This is an optimization exercise on Yosys and OpenROAD, whose aim is small area, a short achievable clock period and few clock cycles per item, not a production implementation. Where RTL was checked, it was by simulation tests only, not by an equivalence proof against the original. No activity file was given, so power comes from the tool's default toggle rates.

==> flow/design.v <==
module rf_read_port(ra, we, wa, wd, rall, rd);
    input [4:0] ra;
    input we;
    input [4:0] wa;
    input [7:0] wd;
    input [255:0] rall;
    output [7:0] rd;
    wire byp, nbyp;
    wire [3:0] nlo;
    wire [7:0] nhi;
    rf_bypass BYP(.ra(ra), .we(we), .wa(wa), .byp(byp), .nbyp(nbyp));
    rf_predecode PDEC(.ra(ra), .nlo(nlo), .nhi(nhi));
    wire [31:0] s;
    assign s[0] = 1'b0;
    genvar i, b;
    generate
        for (i = 1; i < 32; i = i + 1) begin : g_sel
            rf_nor2 SEL(.a(nlo[i % 4]), .b(nhi[i / 4]), .y(s[i]));
        end
        for (b = 0; b < 8; b = b + 1) begin : g_bit
            wire [10:0] g;
            wire [2:0] p;
            wire t, nwd;
            for (i = 0; i < 10; i = i + 1) begin : g_aoi
                rf_a222oi AOI(.a1(s[3*i+1]), .a2(rall[8*(3*i+1)+b]),
                              .b1(s[3*i+2]), .b2(rall[8*(3*i+2)+b]),
                              .c1(s[3*i+3]), .c2(rall[8*(3*i+3)+b]), .y(g[i]));
            end
            rf_nand2 AOI1(.a(s[31]), .b(rall[8*31+b]), .y(g[10]));
            rf_nand4 N0(.a(g[0]), .b(g[1]), .c(g[2]), .d(g[3]), .y(p[0]));
            rf_nand4 N1(.a(g[4]), .b(g[5]), .c(g[6]), .d(g[7]), .y(p[1]));
            rf_nand3 N2(.a(g[8]), .b(g[9]), .c(g[10]), .y(p[2]));
            rf_nor3 T(.a(p[0]), .b(p[1]), .c(p[2]), .y(t));
            rf_inv IW(.a(wd[b]), .y(nwd));
            rf_o22ai O(.a1(t), .a2(byp), .b1(nbyp), .b2(nwd), .y(rd[b]));
        end
    endgenerate
endmodule
module rf_bypass(ra, we, wa, byp, nbyp);
    input [4:0] ra, wa;
    input we;
    output byp, nbyp;
    assign byp = we & (ra == wa);
    assign nbyp = ~byp;
endmodule
module rf_predecode(ra, nlo, nhi);
    input [4:0] ra;
    output [3:0] nlo;
    output [7:0] nhi;
    genvar j;
    generate
        for (j = 0; j < 4; j = j + 1) begin : g_lo
            assign nlo[j] = ~(ra[1:0] == j);
        end
        for (j = 0; j < 8; j = j + 1) begin : g_hi
            assign nhi[j] = ~(ra[4:2] == j);
        end
    endgenerate
endmodule
module rf_nor3(a, b, c, y);
    input a, b, c;
    output y;
    assign y = ~(a | b | c);
endmodule
module rf_a222oi(a1, a2, b1, b2, c1, c2, y);
    input a1, a2, b1, b2, c1, c2;
    output y;
    assign y = ~((a1 & a2) | (b1 & b2) | (c1 & c2));
endmodule
module rf_o22ai(a1, a2, b1, b2, y);
    input a1, a2, b1, b2;
    output y;
    assign y = ~((a1 | a2) & (b1 | b2));
endmodule
module rf_nor2(a, b, y);
    input a, b;
    output y;
    assign y = ~(a | b);
endmodule
module rf_nand2(a, b, y);
    input a, b;
    output y;
    assign y = ~(a & b);
endmodule
module rf_inv(a, y);
    input a;
    output y;
    assign y = ~a;
endmodule
module rf_nand4(a, b, c, d, y);
    input a, b, c, d;
    output y;
    assign y = ~(a & b & c & d);
endmodule
module rf_nand3(a, b, c, y);
    input a, b, c;
    output y;
    assign y = ~(a & b & c);
endmodule
module processor(clk, rst, max_pc, imem_addr, imem_data, dmem_addr, dmem_data, done, out);
    input clk, rst;
    input [7:0] max_pc;
    output [7:0] imem_addr;
    input [31:0] imem_data;
    output [3:0] dmem_addr;
    input [7:0] dmem_data;
    output reg done;
    output [7:0] out;
    reg       e_valid;           
    reg       e_beq, e_bne;      
    reg       e_eql, e_eqh;      
    reg [7:0] e_tgt;             
    reg [7:0] e_seq;             
    reg [7:0] e_a, e_b;          
    reg [4:0] e_wa;              
    reg       e_jal, e_slt, e_lw;
    wire       e_eq  = e_eql & e_eqh;
    wire       taken = (e_beq & e_eq) | (e_bne & ~e_eq);
    wire [7:0] npc   = taken ? e_tgt : e_seq;
    wire [7:0] sum   = e_a + e_b;
    wire       lt    = $signed(e_a) < $signed(e_b);
    wire [7:0] wd    = e_lw  ? dmem_data :
                       e_jal ? e_tgt :
                       e_slt ? {7'd0, lt} : sum;
    wire       finish = e_valid & (npc >= max_pc);
    assign imem_addr = npc;
    assign dmem_addr = sum[3:0];
    reg [7:0] rf [1:31];
    wire [255:0] rall;
    wire [7:0] wd_m = rst ? 8'd0 : wd;
    assign rall[7:0] = 8'd0;
    genvar i;
    generate
        for (i = 1; i < 32; i = i + 1) begin : g_rf
            always @(posedge clk)
                if (rst || e_wa == i)
                    rf[i] <= wd_m;
            assign rall[8 * i +: 8] = rf[i];
        end
    endgenerate
    assign out = rf[4];
    wire [4:0] f_rs = imem_data[25:21];
    wire [4:0] f_rt = imem_data[20:16];
    wire       e_we = (e_wa != 5'd0);
    wire [7:0] f_a, f_b;     
    rf_read_port RPA(.ra(f_rs), .we(e_we), .wa(e_wa), .wd(wd), .rall(rall), .rd(f_a));
    rf_read_port RPB(.ra(f_rt), .we(e_we), .wa(e_wa), .wd(wd), .rall(rall), .rd(f_b));
    wire [5:0] f_op = imem_data[31:26];
    wire [5:0] f_fn = imem_data[5:0];
    wire [7:0] f_imm = imem_data[7:0];
    wire f_rtype = (f_op == 6'b000000);
    wire f_slt   = f_rtype && f_fn == 6'b101010;
    wire f_addu  = f_rtype && f_fn == 6'b100001;
    wire f_jr    = f_rtype && f_fn == 6'b001000;
    wire f_jal   = (f_op == 6'b000011);
    wire f_addiu = (f_op == 6'b001001);
    wire f_beq   = (f_op == 6'b000100);
    wire f_bne   = (f_op == 6'b000101);
    wire f_lw    = (f_op == 6'b100011);
    wire [4:0] f_wa = (f_slt | f_addu)  ? imem_data[15:11] :
                      (f_addiu | f_lw)  ? f_rt :
                      f_jal             ? 5'd31 : 5'd0;
    wire [7:0] f_seq = f_jal ? f_imm : f_jr ? f_a : npc + 8'd1;
    wire go = ~rst & ~done & ~finish;
    always @(posedge clk) begin
        e_tgt  <= npc + (f_jal ? 8'd4 : f_imm);
        e_a    <= f_a;
        e_b    <= (f_addiu | f_lw) ? f_imm : f_b;
        e_slt  <= f_slt;
        e_lw   <= f_lw;
        e_jal  <= f_jal;
        e_eql  <= (f_a[3:0] == f_b[3:0]);
        e_eqh  <= (f_a[7:4] == f_b[7:4]);
        if (rst) begin
            e_valid <= 1'b0;
            e_wa    <= 5'd0;
            e_beq   <= 1'b0;
            e_bne   <= 1'b0;
            e_seq   <= 8'd0;
            done    <= 1'b0;
        end else begin
            e_valid <= go;
            e_wa    <= go ? f_wa : 5'd0;
            e_beq   <= f_beq;
            e_bne   <= f_bne;
            e_seq   <= f_seq;
            if (finish) done <= 1'b1;
        end
    end
endmodule
Settings: LEC_CHECK=0, CAP_MARGIN=20, CORE_MARGIN=2, CORE_UTILIZATION=40, PLACE_DENSITY=0.6, SETUP_SLACK_MARGIN=3.5, SLEW_MARGIN=20, SYNTH_HIERARCHICAL=1, SYNTH_MINIMUM_KEEP_SIZE=0; clock period 6.0 ns.
standard.sh (not shown) runs the stock make flow with config.mk's settings and CLKGATE_MAP_FILE= SYNTH_SCRIPT=/design/flow/synth_recipe.tcl, a recipe that flattens the netlist after the stock synthesis.
==> flow/flow/run.sh <==
#!/bin/bash
# The standard layout, with strong buffers on the ports (in place of the
# delay cells buffer_ports picks by default) and cell sizing in repair not
# held to the original cell's footprint.
set -euo pipefail
export BUFFER_PORTS_ARGS="-buffer_cell sky130_fd_sc_hd__buf_4"
bash standard.sh MATCH_CELL_FOOTPRINT=0 finish > standard.log 2>&1
Testbench counts at the start, summed over its fixed seeds: cycles 16,064, instructions 15,104.
Rerun with:
--- a/flow/design.v
+++ b/flow/design.v
@@ -1,12 +1,14 @@
-module rf_read_port(ra, we, wa, wd, rall, rd);
+module rf_read_port(ra, we, wa, wd, rall, rd, rdn_raw, byp);
     input [4:0] ra;
     input we;
     input [4:0] wa;
     input [7:0] wd;
     input [255:0] rall;
     output [7:0] rd;
-    wire byp, nbyp;
+    output [7:0] rdn_raw;        
+    output byp;                  
+    wire nbyp;
     wire [3:0] nlo;
     wire [7:0] nhi;
     rf_bypass BYP(.ra(ra), .we(we), .wa(wa), .byp(byp), .nbyp(nbyp));
     rf_predecode PDEC(.ra(ra), .nlo(nlo), .nhi(nhi));
@@ -32,8 +34,9 @@
             rf_nand3 N2(.a(g[8]), .b(g[9]), .c(g[10]), .y(p[2]));
             rf_nor3 T(.a(p[0]), .b(p[1]), .c(p[2]), .y(t));
             rf_inv IW(.a(wd[b]), .y(nwd));
             rf_o22ai O(.a1(t), .a2(byp), .b1(nbyp), .b2(nwd), .y(rd[b]));
+            assign rdn_raw[b] = t;
         end
     endgenerate
 endmodule
 module rf_bypass(ra, we, wa, byp, nbyp);
@@ -113,11 +116,13 @@
     reg [7:0] e_seq;             
     reg [7:0] e_a, e_b;          
     reg [4:0] e_wa;              
     reg       e_jal, e_slt, e_lw;
-    wire       e_eq  = e_eql & e_eqh;
-    wire       taken = (e_beq & e_eq) | (e_bne & ~e_eq);
-    wire [7:0] npc   = taken ? e_tgt : e_seq;
+    wire [7:0] npc;              
+    next_pc NPCL(.eql(e_eql), .eqh(e_eqh), .beq(e_beq), .bne(e_bne),
+                 .tgt(e_tgt[3:0]), .seq(e_seq[3:0]), .npc(npc[3:0]));
+    next_pc NPCH(.eql(e_eql), .eqh(e_eqh), .beq(e_beq), .bne(e_bne),
+                 .tgt(e_tgt[7:4]), .seq(e_seq[7:4]), .npc(npc[7:4]));
     wire [7:0] sum   = e_a + e_b;
     wire       lt    = $signed(e_a) < $signed(e_b);
     wire [7:0] wd    = e_lw  ? dmem_data :
                        e_jal ? e_tgt :
@@ -142,10 +147,19 @@
     wire [4:0] f_rs = imem_data[25:21];
     wire [4:0] f_rt = imem_data[20:16];
     wire       e_we = (e_wa != 5'd0);
     wire [7:0] f_a, f_b;     
-    rf_read_port RPA(.ra(f_rs), .we(e_we), .wa(e_wa), .wd(wd), .rall(rall), .rd(f_a));
-    rf_read_port RPB(.ra(f_rt), .we(e_we), .wa(e_wa), .wd(wd), .rall(rall), .rd(f_b));
+    wire [7:0] f_an, f_bn;   
+    wire       f_ba, f_bb;   
+    rf_read_port RPA(.ra(f_rs), .we(e_we), .wa(e_wa), .wd(wd), .rall(rall), .rd(f_a),
+                     .rdn_raw(f_an), .byp(f_ba));
+    rf_read_port RPB(.ra(f_rt), .we(e_we), .wa(e_wa), .wd(wd), .rall(rall), .rd(f_b),
+                     .rdn_raw(f_bn), .byp(f_bb));
+    wire [7:0] x_ab = f_an ^ f_bn;       
+    wire [7:0] x_wb = ~(wd ^ f_bn);      
+    wire [7:0] x_aw = ~(wd ^ f_an);      
+    wire f_eql = f_ba ? (f_bb | ~|x_wb[3:0]) : (f_bb ? ~|x_aw[3:0] : ~|x_ab[3:0]);
+    wire f_eqh = f_ba ? (f_bb | ~|x_wb[7:4]) : (f_bb ? ~|x_aw[7:4] : ~|x_ab[7:4]);
     wire [5:0] f_op = imem_data[31:26];
     wire [5:0] f_fn = imem_data[5:0];
     wire [7:0] f_imm = imem_data[7:0];
     wire f_rtype = (f_op == 6'b000000);
@@ -168,10 +182,10 @@
         e_b    <= (f_addiu | f_lw) ? f_imm : f_b;
         e_slt  <= f_slt;
         e_lw   <= f_lw;
         e_jal  <= f_jal;
-        e_eql  <= (f_a[3:0] == f_b[3:0]);
-        e_eqh  <= (f_a[7:4] == f_b[7:4]);
+        e_eql  <= f_eql;
+        e_eqh  <= f_eqh;
         if (rst) begin
             e_valid <= 1'b0;
             e_wa    <= 5'd0;
             e_beq   <= 1'b0;
@@ -187,4 +201,12 @@
             if (finish) done <= 1'b1;
         end
     end
 endmodule
+module next_pc(eql, eqh, beq, bne, tgt, seq, npc);
+    input eql, eqh, beq, bne;
+    input [3:0] tgt, seq;
+    output [3:0] npc;
+    wire eq = eql & eqh;
+    wire taken = (beq & eq) | (bne & ~eq);
+    assign npc = taken ? tgt : seq;
+endmodule
Die area increases by 3.9%.
Worst setup slack is worse by 440 ps.
Clock-buffer cell count decreases by 2.
Design area increases by 2.0%.
Synthesized area increases by 4.0%.
Global-route usage decreases by 0.34 points.
Routed wire length increases by 0.55%.
Critical path depth increases by 2.
Worst hold slack is better by 130 ps.
Non-clock buffer count decreases by 15.
Total power increases by 4.8%.
Sequential share of layout area decreases by 0.97 points.
No functional check of the RTL was part of the second run of this note.

separate check: timing with driven ports:
The flow's constraints put no driver on any port. The routed layouts listed below were extracted and timed again, unchanged, in two steps. Step 1 sets driving cells, clkbuf_16 on the clock port and buf_2 on the other inputs (assumed; they add their load-dependent delay and slew). Step 2, shift: input delay + t, output delay - t, t = (earliest + latest rising clock arrival at the registers) / 2. This alone moves slack from input paths to output paths. a / b / c = ideal / step 1 / step 2; a / b = the first two.
run	t, ns	setup slack, ns	worst setup path at the end
the first run	0.623	2.892 / 2.849 / 2.227	input to register
the second run	0.633	2.454 / 2.450 / 1.817	input to register
After both steps every run listed still meets setup and hold. The setup slack of the first run, which loses most, moves by -0.043 ns with the drivers and by -0.665 ns with both steps.
